This is an optimization exercise on Yosys and OpenROAD, whose aim is small area and a short achievable clock period, not a production implementation.
Where RTL was checked, it was by simulation tests only, not by an equivalence proof against the original.
No functional check of the RTL was part of run 2.

## flow/design.v (module list and top-level ports; edited modules follow where they fit)
// module notch_filter_q15: 17422 lines
// module nf_x2: 3 lines
// module nf_ha: 4 lines
// module nf_fa: 4 lines
module notch_filter_q15 (
    input logic clk,
    input logic reset,
    input logic signed [15:0] x_in,
    output logic signed [15:0] y_out,
    input logic signed [15:0] b0,
    input logic signed [15:0] b1,
    input logic signed [15:0] b2,
    input logic signed [15:0] a1,
    input logic signed [15:0] a2
);
  // ...
==> flow/flow/run.sh <==
#!/bin/bash
# The standard layout (standard.sh), with two changes to how it is made:
#  - every input and output port still gets its own buffer, but a plain
#    buf_1 (the resizer upsizes it where timing needs it) instead of the
#    clkdlybuf4s50_1 that buffer_ports picks by default;
#  - timing repair aims at a setup margin of 6 ns.
# Clock period, constraints and the synthesis are the standard flow's own.
export BUFFER_PORTS_ARGS="-buffer_cell sky130_fd_sc_hd__buf_1"
export SETUP_SLACK_MARGIN=6
bash standard.sh > standard.log 2>&1
==> flow/standard.sh <==
#!/bin/bash
# synth_recipe.tcl (not shown) runs the flow's synth.tcl, then flattens the netlist and writes it again
# the make line also repeats each setting of config.mk as NAME=value (left out here)
make -C /OpenROAD-flow-scripts/flow DESIGN_CONFIG=/design/flow/config.mk WORK_HOME=/design/flow/orfs CLKGATE_MAP_FILE= SYNTH_SCRIPT=/design/flow/synth_recipe.tcl "${@:-finish}"
==> flow/config.mk <==
export PLATFORM = sky130hd
export DESIGN_NAME = notch_filter_q15
export DESIGN_NICKNAME = notch_filter_q15
export VERILOG_FILES = /design/flow/design.v
export SDC_FILE = /design/flow/constraint.sdc
export NUM_CORES = 4
export LEC_CHECK = 0
export ABC_AREA = 1
export CAP_MARGIN = 20
export CORE_MARGIN = 2
export CORE_UTILIZATION = 55
export CTS_BUF_LIST = sky130_fd_sc_hd__clkbuf_4 sky130_fd_sc_hd__clkbuf_8
export SLEW_MARGIN = 20
export SYNTH_HIERARCHICAL = 1
export SYNTH_MINIMUM_KEEP_SIZE = 0
==> flow/constraint.sdc <==
create_clock -name core_clock -period 20.5 [get_ports {clk}]
set_input_delay 4.1000 -clock core_clock [delete_from_list [all_inputs] [get_ports {clk}]]
set_output_delay 4.1000 -clock core_clock [all_outputs]
set_load 0.01 [all_outputs]
==> qor.csv, run 1 <==
stage,metric,value,unit
finish,"most common cell after layout, fill and taps aside",xor2_1,
timing,Worst-Margin Slew,1130,ps
synth,simple-gate portion of the synthesized area,7.66,%
floorplan,Initial Utilization,55.5,%
timing,setup violators final,0,
critical_path,slowest CP cell,fa_1,
global_routing,GR peak layer,met2,
critical_path,CP bufs+invs,7,
routing,met3 WL post-DR,14800,um
global_routing,vias in the first global route,39400,
routing,Iter 0 DRT Violations,3940,
finish,multi-input gates,4200,
hold_path,end point of the worst hold path,w2[17],
critical_path,most used cell along the critical path,fa_1,
finish,non-clock buffer count in the final layout,273,
critical_path,WS Path Type,in -> reg,
timing,clock skew,12.6,ps
placement,pre-CTS setup slack,4590,ps
synth,cell area after synthesis,44600,sq um
clocking,CTS sink cnt,68,
critical_path,"Largest delay share family, worst path",adder cells,
finish,fraction of area in multi-input gates,86.8,%
status,outcome,finished clean,
critical_path,Worst path depth,42,
timing,max-slew violation count,0,
floorplan,row cnt,104,
floorplan,Die Footprint,83400,sq um
global_routing,Total GRT Usage,37.3,%
==> run 2, diff against run 1 <==
--- a/flow/design.v
+++ b/flow/design.v
@@ -8266,80 +8266,16 @@
     wire n7531;
     wire n7532;
     wire n7533;
     wire n7534;
     wire n7535;
     wire n7536;
     wire n7537;
     wire n7538;
-    wire n7539;
-    wire n7540;
-    wire n7541;
-    wire n7542;
-    wire n7543;
-    wire n7544;
-    wire n7545;
-    wire n7546;
-    wire n7547;
-    wire n7548;
-    wire n7549;
-    wire n7550;
-    wire n7551;
-    wire n7552;
-    wire n7554;
-    wire n7555;
-    wire n7556;
-    wire n7557;
-    wire n7558;
-    wire n7559;
-    wire n7560;
-    wire n7561;
-    wire n7562;
-    wire n7563;
-    wire n7564;
-    wire n7565;
-    wire n7566;
-    wire n7567;
-    wire n7569;
-    wire n7570;
-    wire n7571;
-    wire n7572;
-    wire n7573;
-    wire n7574;
-    wire n7575;
-    wire n7576;
-    wire n7577;
-    wire n7578;
-    wire n7579;
-    wire n7580;
-    wire n7581;
-    wire n7582;
-    wire n7583;
-    wire n7584;
-    wire n7585;
-    wire n7586;
-    wire n7587;
-    wire n7588;
-    wire n7590;
-    wire n7591;
-    wire n7592;
-    wire n7593;
-    wire n7594;
-    wire n7595;
-    wire n7596;
-    wire n7597;
-    wire n7598;
-    wire n7599;
-    wire n7600;
-    wire n7602;
-    wire n7603;
-    wire n7604;
-    wire n7605;
-    wire n7606;
     wire n7608;
     wire n7609;
     wire n7610;
     wire n7611;
     wire n7612;
     wire n7613;
     wire n7614;
     wire n7615;
@@ -8407,21 +8343,18 @@
     wire n7677;
     wire n7678;
     wire n7679;
     wire n7680;
     wire n7681;
     wire n7682;
     wire n7683;
     wire n7684;
-    wire n7685;
-    wire n7686;
     wire n7687;
     wire n7688;
-    wire n7689;
     wire hs7690, hc7690;
     wire n7690;
     wire n7691;
     wire fs7692, fc7692;
     wire n7692;
     wire n7693;
     wire fs7694, fc7694;
     wire n7694;
@@ -8619,16 +8552,19 @@
     wire n7847;
     wire n7848;
     wire n7853;
     wire n7854;
     wire n7855;
     wire n7859;
     wire n7860;
     wire n7861;
+    wire n7862;
+    wire n7863;
+    wire n7864;
     wire n7865;
     wire n7866;
     wire n7867;
     wire n7871;
     wire n7872;
     wire n7873;
     wire n7877;
     wire n7878;
@@ -8639,31 +8575,36 @@
     wire n7886;
     wire n7887;
     wire n7888;
     wire n7889;
     wire n7890;
     wire n7891;
     wire n7901;
     wire n7902;
+    wire n7910;
+    wire n7911;
+    wire n7912;
     wire n7913;
     wire n7914;
     wire n7915;
     wire n7925;
     wire n7926;
     wire n7927;
     wire n7931;
     wire n7932;
     wire n7933;
     wire n7934;
     wire n7935;
     wire n7936;
     wire n7937;
     wire n7938;
     wire n7939;
+    wire n7958;
+    wire n7959;
     wire n7961;
     wire n7962;
     wire n7979;
     wire n7980;
     wire n7981;
     wire n7982;
     wire n7983;
     wire n7984;
@@ -8673,30 +8614,33 @@
     wire n8027;
     wire n8028;
     wire n8030;
     wire n8031;
     wire n8033;
     wire n8034;
     wire n8071;
     wire n8072;
-    wire n8073;
-    wire n8074;
+    wire n8075;
     wire n8076;
     wire n8077;
     wire n8078;
     wire n8079;
     wire n8080;
     wire n8081;
     wire n8082;
     wire n8083;
     wire n8084;
     wire n8085;
     wire n8086;
     wire n8087;
+    wire n8088;
+    wire n8089;
+    wire n8090;
+    wire n8091;
     assign n162 = a1[0] ^ a1[1];
     assign n163 = ~a1[0];
     assign n164 = n162 & n163;
     assign n165 = a1[1] ^ a1[2];
     assign n166 = a1[2] ^ a1[3];
     assign n167 = ~n165;
     assign n168 = n166 & n167;
     assign n169 = a1[3] ^ a1[4];
@@ -16945,80 +16889,16 @@
     assign n7531 = n7415 ^ n7507;
     assign n7532 = n7417 ^ n7480;
     assign n7533 = n7419 ^ n7510;
     assign n7534 = n7421 ^ n7489;
     assign n7535 = n7423 ^ n7513;
     assign n7536 = n7425 ^ n7477;
     assign n7537 = n7427 ^ n7516;
     assign n7538 = n7429 ^ n7492;
-    assign n7539 = n3262 & n3264;
-    assign n7540 = n3272 & n4623;
-    assign n7541 = n4624 & n4625;
-    assign n7542 = n4626 & n4627;
-    assign n7543 = n4628 & n4629;
-    assign n7544 = n4630 & n4631;
-    assign n7545 = n4632 & n4633;
-    assign n7546 = n4634 & n4635;
-    assign n7547 = n4636 & n4637;
-    assign n7548 = n4638 & n4639;
-    assign n7549 = n4640 & n4641;
-    assign n7550 = n4642 & n4643;
-    assign n7551 = n4644 & n4645;
-    assign n7552 = n4646 & n4647;
-    assign n7554 = n3272 | n4623;
-    assign n7555 = n4624 | n4625;
-    assign n7556 = n4626 | n4627;
-    assign n7557 = n4628 | n4629;
-    assign n7558 = n4630 | n4631;
-    assign n7559 = n4632 | n4633;
-    assign n7560 = n4634 | n4635;
-    assign n7561 = n4636 | n4637;
-    assign n7562 = n4638 | n4639;
-    assign n7563 = n4640 | n4641;
-    assign n7564 = n4642 | n4643;
-    assign n7565 = n4644 | n4645;
-    assign n7566 = n4646 | n4647;
-    assign n7567 = n3268 & n7539;
-    assign n7569 = n7540 & n7555;
-    assign n7570 = n7541 | n7569;
-    assign n7571 = n7554 & n7555;
-    assign n7572 = n7542 & n7557;
-    assign n7573 = n7543 | n7572;
-    assign n7574 = n7556 & n7557;
-    assign n7575 = n7544 & n7559;
-    assign n7576 = n7545 | n7575;
-    assign n7577 = n7558 & n7559;
-    assign n7578 = n7546 & n7561;
-    assign n7579 = n7547 | n7578;
-    assign n7580 = n7560 & n7561;
-    assign n7581 = n7548 & n7563;
-    assign n7582 = n7549 | n7581;
-    assign n7583 = n7562 & n7563;
-    assign n7584 = n7550 & n7565;
-    assign n7585 = n7551 | n7584;
-    assign n7586 = n7564 & n7565;
-    assign n7587 = n7567 & n7571;
-    assign n7588 = n7570 | n7587;
-    assign n7590 = n7573 & n7577;
-    assign n7591 = n7576 | n7590;
-    assign n7592 = n7574 & n7577;
-    assign n7593 = n7579 & n7583;
-    assign n7594 = n7582 | n7593;
-    assign n7595 = n7580 & n7583;
-    assign n7596 = n7566 & n7585;
-    assign n7597 = n7552 | n7596;
-    assign n7598 = n7566 & n7586;
-    assign n7599 = n7588 & n7592;
-    assign n7600 = n7591 | n7599;
-    assign n7602 = n7594 & n7598;
-    assign n7603 = n7597 | n7602;
-    assign n7604 = n7595 & n7598;
-    assign n7605 = n7600 & n7604;
-    assign n7606 = n7603 | n7605;
     assign n7608 = n4648 & n4649;
     assign n7609 = n4650 & n4651;
     assign n7610 = n4652 & n4653;
     assign n7611 = n4654 & n4655;
     assign n7612 = n4656 & n4657;
     assign n7613 = n4658 & n4659;
     assign n7614 = n4660 & n4661;
     assign n7615 = n4662 & n4663;
@@ -17086,21 +16966,18 @@
     assign n7677 = n7668 | n7676;
     assign n7678 = n7666 & n7669;
     assign n7679 = n7671 & n7675;
     assign n7680 = n7674 | n7679;
     assign n7681 = n7672 & n7675;
     assign n7682 = n7677 & n7681;
     assign n7683 = n7680 | n7682;
     assign n7684 = n7678 & n7681;
-    assign n7685 = n7606 & n7684;
-    assign n7686 = n7683 | n7685;
     assign n7687 = n4680 ^ n4681;
     assign n7688 = ~n7687;
-    assign n7689 = n7686 & n7688;
     nf_ha u7690 (.a(n4648), .b(n7393), .s(hs7690), .co(hc7690));
     assign n7690 = hs7690;
     assign n7691 = hc7690;
     nf_fa u7692 (.a(n7521), .b(n4650), .c(n4651), .s(fs7692), .co(fc7692));
     assign n7692 = fs7692;
     assign n7693 = fc7692;
     nf_fa u7694 (.a(n7522), .b(n4652), .c(n4653), .s(fs7694), .co(fc7694));
     assign n7694 = fs7694;
@@ -17298,16 +17175,19 @@
     assign n7847 = n7794 & n7798;
     assign n7848 = n7797 | n7847;
     assign n7853 = n7800 & n7804;
     assign n7854 = n7803 | n7853;
     assign n7855 = n7801 & n7804;
     assign n7859 = n7806 & n7810;
     assign n7860 = n7809 | n7859;
     assign n7861 = n7807 & n7810;
+    assign n7862 = n7754 & n7812;
+    assign n7863 = n7755 | n7862;
+    assign n7864 = n7754 & n7813;
     assign n7865 = n7812 & n7816;
     assign n7866 = n7815 | n7865;
     assign n7867 = n7813 & n7816;
     assign n7871 = n7818 & n7822;
     assign n7872 = n7821 | n7871;
     assign n7873 = n7819 & n7822;
     assign n7877 = n7824 & n7828;
     assign n7878 = n7827 | n7877;
@@ -17318,31 +17198,36 @@
     assign n7886 = n7786 & n7836;
     assign n7887 = n7787 | n7886;
     assign n7888 = n7786 & n7837;
     assign n7889 = n7836 & n7840;
     assign n7890 = n7839 | n7889;
     assign n7891 = n7837 & n7840;
     assign n7901 = n7848 & n7855;
     assign n7902 = n7854 | n7901;
+    assign n7910 = n7860 & n7864;
+    assign n7911 = n7863 | n7910;
+    assign n7912 = n7861 & n7864;
     assign n7913 = n7860 & n7867;
     assign n7914 = n7866 | n7913;
     assign n7915 = n7861 & n7867;
     assign n7925 = n7872 & n7879;
     assign n7926 = n7878 | n7925;
     assign n7927 = n7873 & n7879;
     assign n7931 = n7837 & n7884;
     assign n7932 = n7836 | n7931;
     assign n7933 = n7837 & n7885;
     assign n7934 = n7884 & n7888;
     assign n7935 = n7887 | n7934;
     assign n7936 = n7885 & n7888;
     assign n7937 = n7884 & n7891;
     assign n7938 = n7890 | n7937;
     assign n7939 = n7885 & n7891;
+    assign n7958 = n7902 & n7912;
+    assign n7959 = n7911 | n7958;
     assign n7961 = n7902 & n7915;
     assign n7962 = n7914 | n7961;
     assign n7979 = n7926 & n7933;
     assign n7980 = n7932 | n7979;
     assign n7981 = n7927 & n7933;
     assign n7982 = n7926 & n7936;
     assign n7983 = n7935 | n7982;
     assign n7984 = n7927 & n7936;
@@ -17352,30 +17237,33 @@
     assign n8027 = n7962 & n7981;
     assign n8028 = n7980 | n8027;
     assign n8030 = n7962 & n7984;
     assign n8031 = n7983 | n8030;
     assign n8033 = n7962 & n7987;
     assign n8034 = n7986 | n8033;
     assign n8071 = n7786 ^ n8028;
     assign n8072 = n7788 ^ n8031;
-    assign n8073 = n7689 ^ n7790;
-    assign n8074 = n8034 ^ n8073;
-    assign n8076 = n7791 ^ n7792;
-    assign n8077 = ~n7790;
-    assign n8078 = n7689 & n8077;
-    assign n8079 = n8076 ^ n8078;
-    assign n8080 = n7790 | n7791;
-    assign n8081 = n7792 ^ n8080;
-    assign n8082 = n7689 & n7790;
-    assign n8083 = n8081 ^ n8082;
-    assign n8084 = n8034 & n8083;
-    assign n8085 = ~n8034;
-    assign n8086 = n8079 & n8085;
-    assign n8087 = n8084 | n8086;
+    assign n8075 = n7684 & n7959;
+    assign n8076 = n7683 | n8075;
+    assign n8077 = n7688 & n8076;
+    assign n8078 = n7790 ^ n8077;
+    assign n8079 = n8034 ^ n8078;
+    assign n8080 = n7791 ^ n7792;
+    assign n8081 = ~n7790;
+    assign n8082 = n8077 & n8081;
+    assign n8083 = n8080 ^ n8082;
+    assign n8084 = n7790 | n7791;
+    assign n8085 = n7792 ^ n8084;
+    assign n8086 = n7790 & n8077;
+    assign n8087 = n8085 ^ n8086;
+    assign n8088 = n8034 & n8087;
+    assign n8089 = ~n8034;
+    assign n8090 = n8083 & n8089;
+    assign n8091 = n8088 | n8090;
     assign w0[0] = n3012;
     assign w0[1] = n3200;
     assign w0[2] = n3201;
     assign w0[3] = n3202;
     assign w0[4] = n3203;
     assign w0[5] = n3204;
     assign w0[6] = n3205;
     assign w0[7] = n3206;
@@ -17400,18 +17288,18 @@
     assign w0[26] = n3225;
     assign w0[27] = n3226;
     assign w0[28] = n3227;
     assign w0[29] = n3228;
     assign w0[30] = n3229;
     assign w0[31] = n3230;
     assign y4[0] = n8071;
     assign y4[1] = n8072;
-    assign y4[2] = n8074;
-    assign y4[3] = n8087;
+    assign y4[2] = n8079;
+    assign y4[3] = n8091;
     always_ff @(posedge clk or posedge reset) begin
         if (reset) begin
             w1 <= 0;
             w2 <= 0;
             yq <= 0;
         end else begin
             w2 <= w1;
             w1 <= w0;
==> run 2 against run 1 <==
Effect of this change:
- still clean
- count of clock-buffer cells in the layout down 1
- critical path type unchanged
- first-iteration DRC count down 7.1%
- critical endpoint is now yq[1]
- via count down 1.7%
- utilization about the same
- sequential cell count unchanged
- highest routed layer unchanged
- die area down 0.35%
- wire length down 4.5%
- final area down 0.23%
- register-to-register slack worse by 90 ps
- hold slack worse by 11 ps
==> qor.csv, run 2 <==
stage,metric,value,unit,change
synth,complex-gate fraction of the synthesized area,17.1,%,
synth,cell taking the most area after synthesis,fa_1,,
routing,WL/cell,25.3,um,
placement,dpl cells,5794,,
global_routing,grt ovf,0,,
finish,Finished Layout Cells,5844,,
critical_path,CP peak stage delay,580,ps,
floorplan,row cnt,104,,unchanged
global_routing,number of antenna violations at the first check in global routing,1,,
finish,Area growth syn-to-layout,4.36,%,
timing,Tmin final,13920,ps,
critical_path,"Largest delay share family, worst path",adder cells,,
routing,post-route ant nets,0,,
placement,placer congestion estimate,0.974,,
clocking,Num CTS Buffers,9,,
critical_path,CP Data Required Time,20840,ps,
placement,Post-DP HPWL,105000,um,
timing,final worst path period share,67.9,%,
critical_path,CP max FO,18,,
synth,Synth area leaders,"fa_1, xor2_1, o22ai_1",,
hold_path,hold wc startpoint,w1[22],,
synth,adder-cell share of the synthesized area,44.7,%,
critical_path,CP startpoint,a2[3],,
run,max-cap violations,0,,
routing,vias,37800,,
routing,DRC viols,0,,
timing,Slew headroom,27.0,%,
critical_path,most used cell along the critical path,fa_1,,
critical_path,CP bufs+invs,5,,-2
timing,hold_ws,367,ps,
status,outcome,finished clean,,
synth,post-synthesis mux area share,0,%,
synth,cell area after synthesis,44500,sq um,-0.35%
global_routing,Total GRT Usage,35.9,%,-1.4 points
critical_path,WS Path Type,in -> reg,,
clocking,# hold bufs at CTS,0,,
floorplan,Top Ports,114,,
floorplan,core box area,80300,sq um,
clocking,CTS max path bufs,2,,
floorplan,Initial Utilization,55.4,%,-0.11 points
clocking,CTS sink cnt,68,,unchanged
critical_path,CP endpoint kind,flop,,
critical_path,slowest CP cell,inv_1,,
hold_path,hold crit path type,reg -> reg,,
finish,final net count,5986,,
clocking,H-tree depth,3,,
timing,RSZ-0062 raised after global routing,no,,
critical_path,startpoint types,input port,,
synth,Post-Syn Nets,6179,,
finish,fin area,46400,sq um,
finish,most frequent cells in the layout,"xor2_1, o22ai_1, fa_1",,
synth,main flop type after synthesis,dfrtp_1,,
global_routing,first-pass GRT wire length,230000,um,
timing,max-slew violation count,0,,unchanged
finish,"most common cell after layout, fill and taps aside",xor2_1,,
clocking,CTS tree,yes,,
routing,drt total wl,148000,um,
placement,I/O Buffers,113,,
finish,layout cell share with drive strength beyond 1,6.48,%,
synth,largest family of logic cells by synthesized area,adder cells,,
timing,setup violators final,0,,unchanged
floorplan,Die Footprint,83200,sq um,-0.35%
routing,Iter 0 DRT Violations,3662,,-7.1%
finish,Top Registers,"w1 (32), w2 (32), yq (4)",,
synth,Avg Inst Size Synth,8.95,sq um,
synth,simple-gate portion of the synthesized area,7.32,%,-0.33 points
synth,sequential share of the synthesized area,3.83,%,
synth,"top cells by count, synth","xor2_1, o22ai_1, fa_1, clkbuf_1, nand2_1",,
synth,"count leader, synth",xor2_1,,
timing,Final TNS setup,0,ps,
critical_path,reg2reg start,w1[1],,
floorplan,chip height,288,um,
synth,Synth Warn #,7,,
timing,Hold Fails Final Rpt,0,,
synth,post-synth top area share,35.8,%,
critical_path,CP arrival,14270,ps,
synth,Seq cells post-synth,68,,
synth,Post-synth EDFFs,0,,
clocking,Worst-path clk slew,120,ps,
global_routing,largest net degree at the start of global routing,69,,
synth,Synth async-reset ratio,100,%,
clocking,"Clk Latency, worst-skew pair",410,ps,
synth,post-synthesis cell count,4971,,
routing,vias per cell,6.47,,
synth,Synth Area in XOR/XNOR,20.7,%,
finish,"Core Util, Final",57.8,%,
synth,Yosys cell types,60,,
clocking,root buffer cell,clkbuf_8,,
timing,Worst-Margin Slew,1090,ps,-32.4 ps
floorplan,Die Wd,288,um,
timing,f_max,71.8,MHz,
timing,clock skew,35.1,ps,+22.4 ps
routing,1st-pass router iterations,6,,
placement,Post-DP Area,45400,sq um,
global_routing,vias in the first global route,38600,,-2.1%
-- run 2: changes by cell type after synthesis, sizes merged, moves of 5 or more --
cell	before	now
xnor2	30	37
o21ai	83	71
buf	73	78
a21oi	115	120
inv	240	248
nand3	79	73
nand2	402	390
-- run 2: kinds of logic after synthesis --
| logic type | count (synthesis) |
|---|---|
| xor gates and xnor gates | 1047 |
| buffers and inverters | 738 |
| DFF | 68 |
| adders and majority gates | 1110 |
| and+or+nand+nor | 781 |
| AOI/OAI and AO/OA | 1227 |
-- run 2: final timing paths --
check / to / slack [ps] / cells past startpoint
setup / recovery: yq[1] / 6580 / 40
hold / removal: w2[22] / 370 / 0
setup reg to reg: yq[1] / 9740 / 36
hold reg to reg: w2[22] / 370 / 0
max in group asynchronous: w1[22] / 15920 / 3
min in group asynchronous: yq[2] / 3910 / 3
-- run 2: Yosys stat by module (local to each module, per instance) --
module	area, sq um	copies in the design	cells inside
notch_filter_q15	25100	1	3902
nf_fa	20.0	796	1
nf_ha	12.5	273	1
-- run 2: what timing repair did --
action	4_1_cts	5_1_grt
endpoints found under the setup margin	4	4
gates cloned	0	6
pin swaps	0	3
setup buffers	0	26
gates resized for setup	21	100
-- run 2: layout make-up --
type,count,area [sq um]
well taps,1060,1330
repair buffers,267,1940
diodes,1,2.50
inverters,265,1010
fillers,7222,33900
clock buffers,9,124
flip-flops and latches,68,1700
clock inverters,7,82.6
multi-input cells,4166,40200
repair inverters,1,5.00
-- run 2: layer usage --
| layer | vias to the layer above | GRT usage [%] | wire, um |
|---|---|---|---|
| met5 | - | 0.284 | 34 |
| met4 | 2 | 17.2 | 7570 |
| met3 | 307 | 6.76 | 13200 |
| met2 | 1937 | 55.7 | 66900 |
| met1 | 19000 | 48.6 | 60100 |
| li1 | 16600 | - | - |
-- run 2: through the flow --
step | worst slack (ps)
CTS | 6000
detailed placement | 4900
global placement | 4960
finish | 6580
global route | 5990
floorplan | 6790
-- run 2: worst reg2reg max path, delay by kind of cell (launching register included) --
kind | cells | cell delay (ps)
adders and majority gates | 13 | 5730
AOI/OAI and AO/OA | 2 | 330
DFF | 1 | 560
xor gates and xnor gates | 3 | 520
buffers and inverters | 4 | 1680
and+or+nand+nor | 14 | 1840

[afterwards: timing with drivers on the ports]
The flow's constraints put no driver on any port. The routed layouts listed below were extracted and timed again, unchanged, in two steps.
Step 1 assumes that a clkbuf_16 drives the clock port and a buf_2 every other input.
Step 2 moves the port delays by t, midway between the first and last clock arrival at a register: inputs arrive t later, outputs are due t later. That takes back most of the time a late clock gives input paths.
Three values: no drivers, after step 1, after step 2; two values: the first two.
| run | t, ns | setup WS [ns] | worst setup path at the end |
|---|---|---|---|
| run 1 | 0.422 | 6.552 / 6.560 / 6.137 | input to register |
| run 2 | 0.430 | 6.578 / 6.551 / 6.121 | input to register |
After both steps every run listed still meets setup and hold. For run 2, which loses most, drivers alone change the setup slack by -0.027 ns; drivers and shift together by -0.457 ns.
